This is an optimization exercise on Yosys and OpenROAD, whose aim is small area, a short achievable clock period and few clock cycles per item, not a production implementation.
Only simulation tests tie the RTL to the original design; equivalence was not proved.
Power figures rest on the tool's default switching activity, not on a simulated workload.

==> flow/design.v <==
module vmicro16_bram # (
    parameter MEM_WIDTH     = 16,
    parameter MEM_DEPTH     = 64,
    parameter NAME          = "BRAM"
) (
    input clk,
    input reset,
    input      [$clog2(MEM_DEPTH)-1:0] mem_addr,
    input      [MEM_WIDTH-1:0]         mem_in,
    input                              mem_we,
    output reg [MEM_WIDTH-1:0]         mem_out
);
    reg [MEM_WIDTH-1:0] mem [0:MEM_DEPTH-1];
    always @(posedge clk) begin
        if (mem_we)
            mem[mem_addr] <= mem_in;
        else
            mem_out <= mem[mem_addr];
    end
endmodule
module vmicro16_sregs # (
    parameter MEM_WIDTH = 16,
    parameter R0 = 0,
    parameter R1 = 0,
    parameter R2 = 0,
    parameter R3 = 0
) (
    input clk,
    input      [2:0]           mem_addr,
    output reg [MEM_WIDTH-1:0] mem_out
);
    always @(posedge clk)
        case (mem_addr)
            3'd0:    mem_out <= R0;
            3'd1:    mem_out <= R1;
            3'd2:    mem_out <= R2;
            3'd3:    mem_out <= R3;
            default: mem_out <= 0;
        endcase
endmodule
module vmicro16_core_mmu # (
    parameter MEM_WIDTH     = 16,
    parameter MEM_DEPTH     = 64,
    parameter CORE_ID       = 0,
    parameter CORE_ID_BITS  = $clog2(32)
) (
    input clk,
    input reset,
    input  req,
    output busy,
    input      [MEM_WIDTH-1:0]  mmu_addr,
    input      [MEM_WIDTH-1:0]  mmu_in,
    input                       mmu_we,
    input                       mmu_lwex,
    input                       mmu_swex,
    output reg [MEM_WIDTH-1:0]  mmu_out,
    output reg [16*8-1:0] ints_vector,
    output reg [8-1:0]             ints_mask,
    output reg [(2 + $clog2(32) + 16)-1:0]  M_PADDR,
    output reg                   M_PWRITE,
    output reg                   M_PSELx,
    output reg                   M_PENABLE,
    output reg [MEM_WIDTH-1:0]   M_PWDATA,
    input      [MEM_WIDTH-1:0]   M_PRDATA,
    input                        M_PREADY
);
    localparam MMU_STATE_T1  = 0;
    localparam MMU_STATE_T2  = 1;
    localparam MMU_STATE_T3  = 2;
    reg [1:0]  mmu_state;
    reg  [MEM_WIDTH-1:0] per_out;
    wire [MEM_WIDTH-1:0] tim0_out;
    assign busy = req || (mmu_state == MMU_STATE_T2);
    wire tim0_en = ~mmu_addr[12] && ~mmu_addr[9] && ~mmu_addr[7];
    wire sreg_en = mmu_addr[7] && ~mmu_addr[4] && ~mmu_addr[5];
    wire intv_en = mmu_addr[8] && ~mmu_addr[3];
    wire intm_en = mmu_addr[8] && mmu_addr[3];
    wire apb_en    = !(|{tim0_en, sreg_en, intv_en, intm_en});
    wire tim0_we   = (tim0_en && mmu_we);
    wire intv_we   = (intv_en && mmu_we);
    wire intm_we   = (intm_en && mmu_we);
    localparam SPECIAL_REGS = 8;
    wire [MEM_WIDTH-1:0] sr_val;
    wire [2:0] intv_addr = mmu_addr[$clog2(8)-1:0];
    always @(posedge clk)
        if (intv_we)
            ints_vector[intv_addr*16 +: 16] <= mmu_in;
    always @(posedge clk)
        if (intm_we)
            ints_mask <= mmu_in;
    always @(*)
        if      (tim0_en) mmu_out = tim0_out;
        else if (sreg_en) mmu_out = sr_val;
        else if (intv_en) mmu_out = ints_vector[mmu_addr[2:0]*16
                                                    +: 16];
        else if (intm_en) mmu_out = ints_mask;
        else              mmu_out = per_out;
    always @(posedge clk)
        if (reset) begin
            mmu_state <= MMU_STATE_T1;
            M_PENABLE <= 0;
            M_PADDR   <= 0;
            M_PWDATA  <= 0;
            M_PSELx   <= 0;
            M_PWRITE  <= 0;
        end
        else
            casex (mmu_state)
                MMU_STATE_T1: begin
                    if (req && apb_en) begin
                        M_PADDR   <= {mmu_lwex,
                                      mmu_swex,
                                      CORE_ID[CORE_ID_BITS-1:0],
                                      mmu_addr[MEM_WIDTH-1:0]};
                        M_PWDATA  <= mmu_in;
                        M_PSELx   <= 1;
                        M_PWRITE  <= mmu_we;
                        mmu_state <= MMU_STATE_T2;
                    end
                end
                MMU_STATE_T2: begin
                    if (M_PREADY == 1'b1) begin
                        M_PENABLE <= 0;
                        M_PADDR   <= 0;
                        M_PWDATA  <= 0;
                        M_PSELx   <= 0;
                        M_PWRITE  <= 0;
                        per_out   <= M_PRDATA;
                        mmu_state <= MMU_STATE_T1;
                    end else begin
                        M_PENABLE <= 1;
                    end
                end
            endcase
    vmicro16_sregs # (
        .MEM_WIDTH  (MEM_WIDTH),
        .R0         (CORE_ID),
        .R1         (32),
        .R2         (4096),
        .R3         (9)
    ) ram_sr (
        .clk        (clk),
        .mem_addr   (mmu_addr[$clog2(SPECIAL_REGS)-1:0]),
        .mem_out    (sr_val)
    );
    vmicro16_bram # (
        .MEM_WIDTH  (MEM_WIDTH),
        .MEM_DEPTH  (MEM_DEPTH),
        .NAME       ("TIM0")
    ) TIM0 (
        .clk        (clk),
        .reset      (reset),
        .mem_addr   (mmu_addr[$clog2(MEM_DEPTH)-1:0]),
        .mem_in     (mmu_in),
        .mem_we     (tim0_we),
        .mem_out    (tim0_out)
    );
endmodule
module vmicro16_regs # (
    parameter CELL_WIDTH        = 16,
    parameter CELL_DEPTH        = 8,
    parameter CELL_SEL_BITS     = $clog2(CELL_DEPTH),
    parameter PARAM_DEFAULTS_R0 = 16'h0000,
    parameter PARAM_DEFAULTS_R1 = 16'h0000
) (
    input clk,
    input reset,
    input      [CELL_SEL_BITS-1:0]  rs1,  
    output     [CELL_WIDTH-1   :0]  rd1,
    input                           we,
    input [CELL_SEL_BITS-1:0]       ws1,
    input [CELL_WIDTH-1:0]          wd
);
    reg [CELL_WIDTH-1:0] regs [0:CELL_DEPTH-1];
    integer i;
    always @(posedge clk)
        if (reset) begin
            for(i = 0; i < CELL_DEPTH; i = i + 1)
                regs[i] <= 0;
            regs[0] <= PARAM_DEFAULTS_R0;
            regs[1] <= PARAM_DEFAULTS_R1;
        end
        else if (we) begin
            regs[ws1] <= wd;
        end
    assign rd1 = regs[rs1];
endmodule
module vmicro16_dec # (
    parameter INSTR_WIDTH    = 16,
    parameter INSTR_OP_WIDTH = 5,
    parameter INSTR_RS_WIDTH = 3,
    parameter ALU_OP_WIDTH   = 5
) (
    input  [INSTR_WIDTH-1:0]    instr,
    output [INSTR_OP_WIDTH-1:0] opcode,
    output [INSTR_RS_WIDTH-1:0] rd,
    output [INSTR_RS_WIDTH-1:0] ra,
    output [3:0]                imm4,
    output [7:0]                imm8,
    output [11:0]               imm12,
    output [4:0]                simm5,
    output reg [ALU_OP_WIDTH-1:0] alu_op,
    output reg has_imm4,
    output reg has_imm8,
    output reg has_we,
    output reg has_br,
    output reg has_mem,
    output reg has_mem_we,
    output reg has_cmp,
    output halt,
    output intr,
    output reg has_lwex,
    output reg has_swex
);
    assign opcode = instr[15:11];
    assign rd     = instr[10:8];
    assign ra     = instr[7:5];
    assign imm4   = instr[3:0];
    assign imm8   = instr[7:0];
    assign imm12  = instr[11:0];
    assign simm5  = instr[4:0];
    always @(*) case (opcode)
        5'b00000:            alu_op = 5'h08;
        5'b00001:              alu_op = 5'h06;
        5'b00010:              alu_op = 5'h07;
        5'b01101:            alu_op = 5'h06;
        5'b01110:            alu_op = 5'h07;
        5'b00100:             alu_op = 5'h09;
        5'b00101:            alu_op = 5'h0a;
        5'b01000:              alu_op = 5'h1d;
        5'b01011:            alu_op = 5'h1e;
        5'b01001:             alu_op = 5'h19;
        5'b01010:            alu_op = 5'h1a;
        5'b00011:     casez (simm5)
            5'b00000:      alu_op = 5'h00;
            5'b00001:     alu_op = 5'h01;
            5'b00010:     alu_op = 5'h02;
            5'b00011:     alu_op = 5'h03;
            5'b00100:   alu_op = 5'h04;
            5'b00101:   alu_op = 5'h05;
            default:                  alu_op = 5'h1f; endcase
        5'b00110:     casez (simm5)
            5'b11111:  alu_op = 5'h0c;
            5'b10000:  alu_op = 5'h0d;
            5'b0????: alu_op = 5'h1b;
            default:                  alu_op = 5'h1f; endcase
        5'b00111:     casez (simm5)
            5'b11111:  alu_op = 5'h0e;
            5'b10000:  alu_op = 5'h0f;
            5'b0????: alu_op = 5'h1c;
            default:                  alu_op = 5'h1f; endcase
        default:                      alu_op = 5'h08;
    endcase
    assign halt = ((opcode == 5'b00000) &   instr[0]);
    assign intr = ((opcode == 5'b00000) &   instr[1]);
    always @(*) case (opcode)
        5'b01101,
        5'b01110,
        5'b00001,
        5'b00100,
        5'b00101,
        5'b00110,
        5'b00111,
        5'b01010,
        5'b00011,
        5'b01011:      has_we = 1'b1;
        default:                has_we = 1'b0;
    endcase
    always @(*)
        if( ((opcode == 5'b00110) && (simm5[4] == 0)) ||
            ((opcode == 5'b00111) && (simm5[4] == 0)) )
            has_imm4 = 1'b1;
        else
            has_imm4 = 1'b0;
    always @(*) case (opcode)
        5'b00101,
        5'b01000:        has_imm8 = 1'b1;
        default:                has_imm8 = 1'b0;
    endcase
    always @(*) case (opcode)
        5'b01000:    has_br = 1'b1;
        default:            has_br = 1'b0;
    endcase
    always @(*) case (opcode)
        5'b00001,
        5'b00010,
        5'b01101,
        5'b01110:  has_mem = 1'b1;
        default:            has_mem = 1'b0;
    endcase
    always @(*) case (opcode)
        5'b00010,
        5'b01110:  has_mem_we = 1'b1;
        default:            has_mem_we = 1'b0;
    endcase
    always @(*) case (opcode)
        5'b01001:   has_cmp = 1'b1;
        default:            has_cmp = 1'b0;
    endcase
    always @(*) case (opcode)
        5'b01101:   has_lwex = 1'b1;
        default:             has_lwex = 1'b0;
    endcase
    always @(*) case (opcode)
        5'b01110:   has_swex = 1'b1;
        default:             has_swex = 1'b0;
    endcase
endmodule
module vmicro16_alu # (
    parameter OP_WIDTH   = 5,
    parameter DATA_WIDTH = 16,
    parameter CORE_ID    = 0
) (
    input      [OP_WIDTH-1:0]   op,
    input      [DATA_WIDTH-1:0] a,  
    input      [DATA_WIDTH-1:0] b,  
    input      [3:0]            flags,
    output reg [DATA_WIDTH-1:0] c
);
    localparam TOP_BIT = (DATA_WIDTH-1);
    reg [DATA_WIDTH:0] cmp_tmp;  
    wire r_setc;
    always @(*) begin
        cmp_tmp = 0;
        case (op)
        5'h1d,
        5'h08:          c = {DATA_WIDTH{1'b0}};
        5'h06,
        5'h07:           c = b;
        5'h00:       c = a | b;
        5'h01:      c = a ^ b;
        5'h02:      c = a & b;
        5'h03:      c = ~(b);
        5'h04:    c = a << b;
        5'h05:    c = a >> b;
        5'h09:          c = b;
        5'h0a:         c = b;
        5'h0b:       c = b;
        5'h0c:   c = a + b;
        5'h0d:   c = a - b;
        5'h1b:  c = a + b;
        5'h1e:         c = a * b;
        5'h0e:   c = $signed(a) + $signed(b);
        5'h0f:   c = $signed(a) - $signed(b);
        5'h1c:  c = $signed(a) - $signed(b);
        5'h19: begin
            cmp_tmp = a - b;
            c = 0;
            c[4'h03] = cmp_tmp[TOP_BIT];
            c[4'h02] = (cmp_tmp == 0);
            c[4'h01] = 0;
            case(cmp_tmp[TOP_BIT+1:TOP_BIT])
                2'b01:   c[4'h00] = 1;
                2'b10:   c[4'h00] = 1;
                default: c[4'h00] = 0;
            endcase
        end
        5'h1a: c = { {15{1'b0}}, r_setc };
        default: begin
            c       = 0;
            cmp_tmp = 0;
        end
        endcase
    end
    branch setc_check (
        .flags      (flags),
        .cond       (b[7:0]),
        .en         (r_setc)
    );
endmodule
module branch (
    input [3:0] flags,
    input [7:0] cond,
    output reg  en
);
    always @(*)
        case (cond)
            8'h00:  en = 1;
            8'h01:  en = (flags[4'h02] == 1);
            8'h02: en = (flags[4'h02] == 0);
            8'h03:  en = (flags[4'h02] == 0) &&
                                     (flags[4'h03] == flags[4'h00]);
            8'h05:  en = (flags[4'h02] != flags[4'h03]);
            8'h04: en = (flags[4'h02] == flags[4'h03]);
            8'h06: en = (flags[4'h02] == 1) ||
                                     (flags[4'h03] != flags[4'h00]);
            default:            en = 0;
        endcase
endmodule
module vmicro16_core # (
    parameter DATA_WIDTH        = 16,
    parameter MEM_INSTR_DEPTH   = 4096,
    parameter MEM_SCRATCH_DEPTH = 64,
    parameter MEM_WIDTH         = 16,
    parameter CORE_ID           = 0
) (
    input        clk,
    input        reset,
    output [7:0] dbug,
    output       halt,
    input  [8-1:0]             ints,
    input  [8*16-1:0] ints_data,
    output [8-1:0]             ints_ack,
    output  [(2 + $clog2(32) + 16)-1:0]    w_PADDR,
    output                      w_PWRITE,
    output                      w_PSELx,
    output                      w_PENABLE,
    output  [DATA_WIDTH-1:0]    w_PWDATA,
    input   [DATA_WIDTH-1:0]    w_PRDATA,
    input                       w_PREADY,
    output reg [(2 + $clog2(32) + 16)-1:0]    w2_PADDR,
    output reg                     w2_PWRITE,
    output reg                     w2_PSELx,
    output reg                     w2_PENABLE,
    output reg [DATA_WIDTH-1:0]    w2_PWDATA,
    input      [DATA_WIDTH-1:0]    w2_PRDATA,
    input                          w2_PREADY
);
    localparam STATE_IF = 0;
    localparam STATE_R1 = 1;
    localparam STATE_R2 = 2;
    localparam STATE_ME = 3;
    localparam STATE_WB = 4;
    localparam STATE_FE = 5;
    localparam STATE_IDLE = 6;
    localparam STATE_HALT = 7;
    reg  [2:0] r_state;
    reg  [DATA_WIDTH-1:0] r_pc;
    reg  [DATA_WIDTH-1:0] r_instr;
    wire                  w_halt;
    assign dbug = {7'h00, w_halt};
    assign halt = w_halt;
    assign ints_ack = {8{1'b0}};
    wire [8*16-1:0] ints_vector;
    wire [8-1:0]             ints_mask;
    wire [4:0]            r_instr_alu_op;
    wire [2:0]            r_instr_rsd;
    wire [2:0]            r_instr_rsa;
    reg  [DATA_WIDTH-1:0] r_instr_rdd;
    reg  [DATA_WIDTH-1:0] r_instr_rda;
    wire [3:0]            r_instr_imm4;
    wire [7:0]            r_instr_imm8;
    wire [4:0]            r_instr_simm5;
    wire                  r_instr_has_imm4;
    wire                  r_instr_has_imm8;
    wire                  r_instr_has_we;
    wire                  r_instr_has_br;
    wire                  r_instr_has_cmp;
    wire                  r_instr_has_mem;
    wire                  r_instr_has_mem_we;
    wire                  r_instr_has_lwex;
    wire                  r_instr_has_swex;
    wire [DATA_WIDTH-1:0] r_alu_out;
    wire [DATA_WIDTH-1:0] r_mem_scratch_addr = $signed(r_alu_out) + $signed(r_instr_simm5);
    wire [DATA_WIDTH-1:0] r_mem_scratch_in   = r_instr_rdd;
    wire [DATA_WIDTH-1:0] r_mem_scratch_out;
    wire                  r_mem_scratch_we   = r_instr_has_mem_we && (r_state == STATE_ME);
    reg                   r_mem_scratch_req;
    wire                  r_mem_scratch_busy;
    reg  [2:0]            r_reg_rs1;
    wire [DATA_WIDTH-1:0] r_reg_rd1;
    wire [DATA_WIDTH-1:0] r_reg_wd = (r_instr_has_mem) ? r_mem_scratch_out : r_alu_out;
    wire                  r_reg_we = r_instr_has_we && (r_state == STATE_WB);
    wire        w_intr;
    wire        w_branch_en;
    wire        w_branching   = r_instr_has_br && w_branch_en;
    reg  [3:0]  r_cmp_flags;  
    always @(*) begin
        r_reg_rs1 = 0;
        if (r_state == STATE_R1)
            r_reg_rs1 = r_instr_rsd;
        else if (r_state == STATE_R2)
            r_reg_rs1 = r_instr_rsa;
        else
            r_reg_rs1 = 3'h0;
    end
    always @(posedge clk)
        if (reset)
            r_pc <= 0;
        else if (r_state == STATE_WB) begin
            if (w_branching) begin
                r_pc            <= r_instr_rdd;
            end else if (r_pc < (MEM_INSTR_DEPTH-1)) begin
                r_pc            <= r_pc + 1;
            end
        end
    always @(posedge clk)
        if (reset) begin
            r_state           <= STATE_IF;
            r_instr           <= 0;
            r_mem_scratch_req <= 0;
            r_instr_rdd       <= 0;
            r_instr_rda       <= 0;
            r_cmp_flags       <= 0;
            w2_PSELx          <= 0;
            w2_PENABLE        <= 0;
            w2_PADDR          <= 0;
            w2_PWRITE         <= 0;
            w2_PWDATA         <= 0;
        end
        else begin
            if (r_state == STATE_IF) begin
                if (!w2_PREADY) begin
                    w2_PSELx   <= 1;
                    w2_PWRITE  <= 0;
                    w2_PENABLE <= 1;
                    w2_PWDATA  <= 0;
                    w2_PADDR   <= r_pc;
                end else begin
                    w2_PSELx   <= 0;
                    w2_PWRITE  <= 0;
                    w2_PENABLE <= 0;
                    w2_PWDATA  <= 0;
                    r_instr <= w2_PRDATA;
                    r_state <= STATE_R1;
                end
            end
            else if (r_state == STATE_R1) begin
                if (w_halt) begin
                    r_state <= STATE_HALT;
                end else begin
                    r_instr_rdd <= r_reg_rd1;
                    r_state     <= STATE_R2;
                end
            end
            else if (r_state == STATE_R2) begin
                if      (r_instr_has_imm8)  r_instr_rda <= r_instr_imm8;
                else if (r_instr_has_imm4)  r_instr_rda <= r_reg_rd1 + r_instr_imm4;
                else                        r_instr_rda <= r_reg_rd1;
                if (r_instr_has_mem) begin
                    r_state           <= STATE_ME;
                    r_mem_scratch_req <= 1;
                end else
                    r_state <= STATE_WB;
            end
            else if (r_state == STATE_ME) begin
                r_mem_scratch_req <= 0;
                if (!r_mem_scratch_busy)
                    r_state <= STATE_WB;
            end
            else if (r_state == STATE_WB) begin
                if (r_instr_has_cmp) begin
                    r_cmp_flags <= r_alu_out[3:0];
                end
                r_state <= STATE_FE;
            end
            else if (r_state == STATE_FE)
                r_state <= STATE_IF;
        end
    vmicro16_core_mmu # (
        .MEM_WIDTH      (DATA_WIDTH),
        .MEM_DEPTH      (MEM_SCRATCH_DEPTH),
        .CORE_ID        (CORE_ID)
    ) mmu (
        .clk            (clk),
        .reset          (reset),
        .req            (r_mem_scratch_req),
        .busy           (r_mem_scratch_busy),
        .ints_vector    (ints_vector),
        .ints_mask      (ints_mask),
        .mmu_addr       (r_mem_scratch_addr),
        .mmu_in         (r_mem_scratch_in),
        .mmu_we         (r_mem_scratch_we),
        .mmu_lwex       (r_instr_has_lwex),
        .mmu_swex       (r_instr_has_swex),
        .mmu_out        (r_mem_scratch_out),
        .M_PADDR        (w_PADDR),
        .M_PWRITE       (w_PWRITE),
        .M_PSELx        (w_PSELx),
        .M_PENABLE      (w_PENABLE),
        .M_PWDATA       (w_PWDATA),
        .M_PRDATA       (w_PRDATA),
        .M_PREADY       (w_PREADY)
    );
    vmicro16_dec dec (
        .instr          (r_instr),
        .opcode         (),
        .rd             (r_instr_rsd),
        .ra             (r_instr_rsa),
        .imm4           (r_instr_imm4),
        .imm8           (r_instr_imm8),
        .imm12          (),
        .simm5          (r_instr_simm5),
        .alu_op         (r_instr_alu_op),
        .has_imm4       (r_instr_has_imm4),
        .has_imm8       (r_instr_has_imm8),
        .has_we         (r_instr_has_we),
        .has_br         (r_instr_has_br),
        .has_cmp        (r_instr_has_cmp),
        .has_mem        (r_instr_has_mem),
        .has_mem_we     (r_instr_has_mem_we),
        .halt           (w_halt),
        .intr           (w_intr),
        .has_lwex       (r_instr_has_lwex),
        .has_swex       (r_instr_has_swex)
    );
    vmicro16_regs # (
        .CELL_WIDTH (16)
    ) regs (
        .clk        (clk),
        .reset      (reset),
        .rs1        (r_reg_rs1),
        .rd1        (r_reg_rd1),
        .we         (r_reg_we),
        .ws1        (r_instr_rsd),
        .wd         (r_reg_wd)
    );
    vmicro16_alu # (
        .CORE_ID(CORE_ID)
    ) alu (
        .op         (r_instr_alu_op),
        .a          (r_instr_rdd),
        .b          (r_instr_rda),
        .flags      (r_cmp_flags),
        .c          (r_alu_out)
    );
    branch branch_check (
        .flags      (r_cmp_flags),
        .cond       (r_instr_imm8),
        .en         (w_branch_en)
    );
endmodule
==> flow/run.sh <==
#!/bin/bash
# synth_recipe.tcl (not shown) runs the flow's synth.tcl, then flattens the netlist and writes it again
# the make line also repeats each setting of config.mk as NAME=value (left out here)
make -C /OpenROAD-flow-scripts/flow DESIGN_CONFIG=/design/flow/config.mk WORK_HOME=/design/flow/orfs CLKGATE_MAP_FILE= SYNTH_SCRIPT=/design/flow/synth_recipe.tcl finish
==> flow/config.mk <==
export PLATFORM = sky130hd
export DESIGN_NAME = vmicro16_core
export DESIGN_NICKNAME = vmicro16_core
export VERILOG_FILES = /design/flow/design.v
export SDC_FILE = /design/flow/constraint.sdc
export NUM_CORES = 4
export LEC_CHECK = 0
export CAP_MARGIN = 20
export CORE_MARGIN = 2
export CORE_UTILIZATION = 40
export SLEW_MARGIN = 20
==> flow/constraint.sdc <==
create_clock -name core_clock -period 10.0 [get_ports {clk}]
set_input_delay 2.0000 -clock core_clock [delete_from_list [all_inputs] [get_ports {clk}]]
set_output_delay 2.0000 -clock core_clock [all_outputs]
set_load 0.01 [all_outputs]
==> notes.md <==
## cell usage in the layout, fill, tap and decap left out, drive strengths merged, types with 22 or more instances in the layout
cell	Yosys	routed
nor4	22	22
clkbuf	228	190
fa	84	84
o22ai	40	40
mux4	54	54
inv	272	277
ha	127	127
clkinv	3	70
nand3	139	139
mux2i	65	65
buf	168	343
nand2b	28	28
dfxtp	129	129
a21oi	280	280
conb	1	44
or3	22	22
o21ai	99	99
xor2	24	24
o211ai	35	35
a22o	139	139
a211oi	83	83
nor2	426	426
clkdlybuf4s50	0	91
xnor2	61	61
nor3	64	64
a222oi	204	204
a221oi	78	78
a22oi	126	126
nand2	329	329
edfxtp	1320	1320
## final cells by class
cell class | count | area share [%]
Inverter | 275 | 1.36
Sequential cell | 1449 | 55.6
Clock inverter | 90 | 1.16
Timing Repair Buffer | 434 | 5.19
Clock buffer | 190 | 5.24
Multi-Input combinational cell | 2878 | 27.8
Tap cell | 2175 | 3.58
## cells in the mapped netlist (19+ instances only)
cell type	count
buf_1	72
edfxtp_1	1320
nand3_1	139
o21ai_0	94
o22ai_1	39
and3_1	21
nor2_1	425
clkbuf_1	228
xnor2_1	61
or3_1	21
inv_1	268
a211oi_1	81
nand2_1	329
nor3_1	63
mux4_2	50
dfxtp_1	129
ha_1	127
nor4_1	21
a221oi_1	75
nand2b_1	28
a222oi_1	204
buf_4	52
buf_2	41
a22oi_1	126
nand4_1	19
o211ai_1	33
a22o_1	139
fa_1	84
xor2_1	24
a21oi_1	278
mux2i_1	59
## stage by stage
stage	std cells	instance area, um2
2_1_floorplan	4998	66000
3_3_place_gp	7210	71100
3_5_place_dp	7211	71200
4_1_cts	7491	76000
5_1_grt	7491	76000
6_report	7491	76000
## worst register-to-register path, stage by stage, from the launching register on
cell,delay [ns]
dfxtp_4,0.82
buf_4,0.72
nand2_1,0.17
fa_1,0.50
fa_1,0.56
inv_1,0.06
fa_1,0.38
inv_1,0.08
fa_1,0.41
inv_1,0.09
fa_1,0.41
fa_1,0.49
ha_1,0.37
nand2_1,0.07
o31ai_1,0.40
xnor2_1,0.22
nor2_1,0.08
or4b_4,0.53
ha_1,0.35
a21boi_1,0.38
o21ai_2,0.17
buf_4,0.22
or3_1,0.43
nor2_1,0.49
buf_12,0.23
## cell families (layout without fill, tap and decap cells)
family | after synthesis | after routing | synth area share, %
flip-flops | 1449 | 1449 | 64.2
AO/OA/AOI/OAI | 1249 | 1249 | 14.3
AND/OR/NAND/NOR | 1151 | 1151 | 7.89
buffers and inverters | 671 | 989 | 4.24
adder cells (fa/ha/maj) | 211 | 211 | 4.97
multiplexers | 137 | 137 | 3.25
XOR/XNOR | 86 | 86 | 1.17
other | 1 | 44 | 0.00570
## routing by layer
layer | wire length (um) | up-vias
li1 | - | 19587
met5 | 0 | -
met4 | 6630 | 0
met1 | 89600 | 23344
met3 | 22200 | 331
met2 | 98100 | 2466
## worst paths after layout
| path | startpoint | end | depth (start not counted) |
|---|---|---|---|
| setup / recovery | r_instr_rdd[7]$_SDFFE_PP0P_ | mmu.TIM0.mem[55][9]$_DFFE_PP_ | 24 |
| setup reg to reg | r_instr_rdd[7]$_SDFFE_PP0P_ | mmu.TIM0.mem[55][9]$_DFFE_PP_ | 24 |
| hold reg to reg | w2_PADDR[0]$_SDFFE_PP0P_ | w2_PADDR[0]$_SDFFE_PP0P_ | 2 |
| hold / removal | w2_PADDR[0]$_SDFFE_PP0P_ | w2_PADDR[0]$_SDFFE_PP0P_ | 2 |
## registers in the layout (all words and copies together), names as in the netlist, 18 cells and up, named ones only
| register | cells |
|---|---|
| mmu.M_PADDR | 18 |
| regs.regs | 128 |
| mmu.TIM0.mem | 1024 |
| mmu.ints_vector | 128 |
## report_power, final
part	internal [W]	switching [W]	leakage, nW
registers	0.00693	0.000214	13.3
logic	0.00196	0.00423	10.5
clock network	0.00308	0.00244	2.35
==> results.cfg <==
[global_route]
grt_pass1_vias = 43907
grt_busiest_layer = met2
grt_start_max_net_pins = 129
grt_pass1_wl_mm = 312
overflow = 0
groute.layer.met2.usage_pct = 38.7
use_met3_pct = 5.50
grtUsageMet1_pct = 35.9
antenna_found_initial = 5
gr-usage-all-layers_pct = 25.3

[timing]
rsz0062_at_grt = false
fmax_mhz = 112
min_period_ns = 8.92
hold_violations = 0
fin_setup_tns_ns = 0
fin_skew_ns = 0.0439
min_period_over_period_pct = 89.2
fin_ws_ns = 1.08
setup_viol = 0
relSlewSlack_pct = 22.5
finalMaxSlewViolations = 0
worst-slew-pin-transition_ns = 1.13
whs_ns = 0.458

[run]
cap_violations = 0

[power_and_ir_drop]
vdd_drop_max_mv = 0.206
power_per_cell_area_nw_per_um2 = 248
power_leakage_nw = 26.2
power_w = 0.0188

[worst_setup_path]
reg2reg_slack_ns = 1.08
path_buf_inv = 6
crit_arrival_ns = 9.41
crit_path_end_kind = flop
criticalPathCategory = reg2reg
cp_max_fo = 51
required_ns = 10.49
critPathLaunchType = flop
crit_chain = buf_4, nand2_1, fa_1, fa_1, inv_1, fa_1, inv_1, fa_1, inv_1, fa_1, fa_1, ha_1, nand2_1, o31ai_1, xnor2_1, nor2_1, or4b_4, ha_1, a21boi_1, o21ai_2, buf_4, or3_1, nor2_1, buf_12
critPathTopFamily = adder cells
max_stage_delay_ns = 0.82
crit_top_cell = fa_1
crit_slowest_cell = dfxtp_4

[detailed_routing]
drt_wl_total_mm = 217
antenna_left = 0
drc = 0
drt_first_pass_iters = 8
viasPerCell = 6.10
vias = 45728
drtIter0Drc = 6826
wl_per_cell_um = 28.9

[place]
io_buffers = 92
gp_congestion = 0.985
pre_cts_slack_ns = 1.25
dp_hpwl_mm = 142

[yosys]
synth_cell_types = 105
syn-cell-area_um2 = 65800
syn_avg_cell_area_um2 = 13.3
yosysSeqAreaShare_pct = 64.2
async_flop_share_pct = 0
ys_ff_latch = 1449
synth_top_area_cell = edfxtp_1
synth_edf_count = 1320
synthCells = 4955
synth.area.top_cells = edfxtp_1, dfxtp_1, a222oi_1
yosysTopAreaCellShare_pct = 60.2
ys_warn_count = 8
synth_ff_type = edfxtp_1

[cells_and_area]
num_antenna_cells = 0
fillCellCount = 14306
fin_nets = 5572
drive_above_1_share_pct = 13.6
multi_input_area_um2 = 21200
seq_area_um2 = 42300
final_core_util_pct = 46.6
syn_to_final_growth_pct = 15.5

[clock_network]
insertion_delay_ns = 0.82
htreeDepth = 4
cts_tree = built
postCtsHoldBufs = 0
numClockSinks = 1449
clockRootBuffer = clkbuf_16
post_cts_buffers = 0
ctsResizeCount = 0
cts-buffers-inserted = 151
clockBufferDepth = 3
clkTransAtPathRegs_ns = 0.06

[floorplanning]
coreArea_um2 = 163000
row_count = 148
start_util_pct = 40.3
die_w_um = 410
fp.dieH_um = 410
ioPinCount = 273
die_area_um2 = 168000

[outcome]
status = complete, no violations

[hold_path]
hold_class = reg2reg
Testbench counts, summed over its fixed seeds: cycles 36,618, items 5,575.

==> what the ideal ports hide <==
No port has a modelled driver above. Below, the same layout with a new extraction and two added sets of constraints. Step 1 sets driving cells, clkbuf_16 on the clock port and buf_2 on the other inputs (assumed; they add their load-dependent delay and slew). Step 2 also shifts input and output timing later by t, the mid clock arrival at the registers, as if the neighbouring blocks saw the same clock. a / b / c = ideal / step 1 / step 2; a / b = the first two.
t, ns: 0.887
setup slack, ns: 1.079 / 1.079 / 1.079
clock arrival spread, ns: 0.047 / 0.046
slew at the worst register clock pin (ns): 0.07 / 0.07
worst slew at a driven data input, ns: 0.11
After both steps setup and hold are still met in this run. The setup slack of this run moves by 0.000 ns with the drivers and by 0.000 ns with both steps.
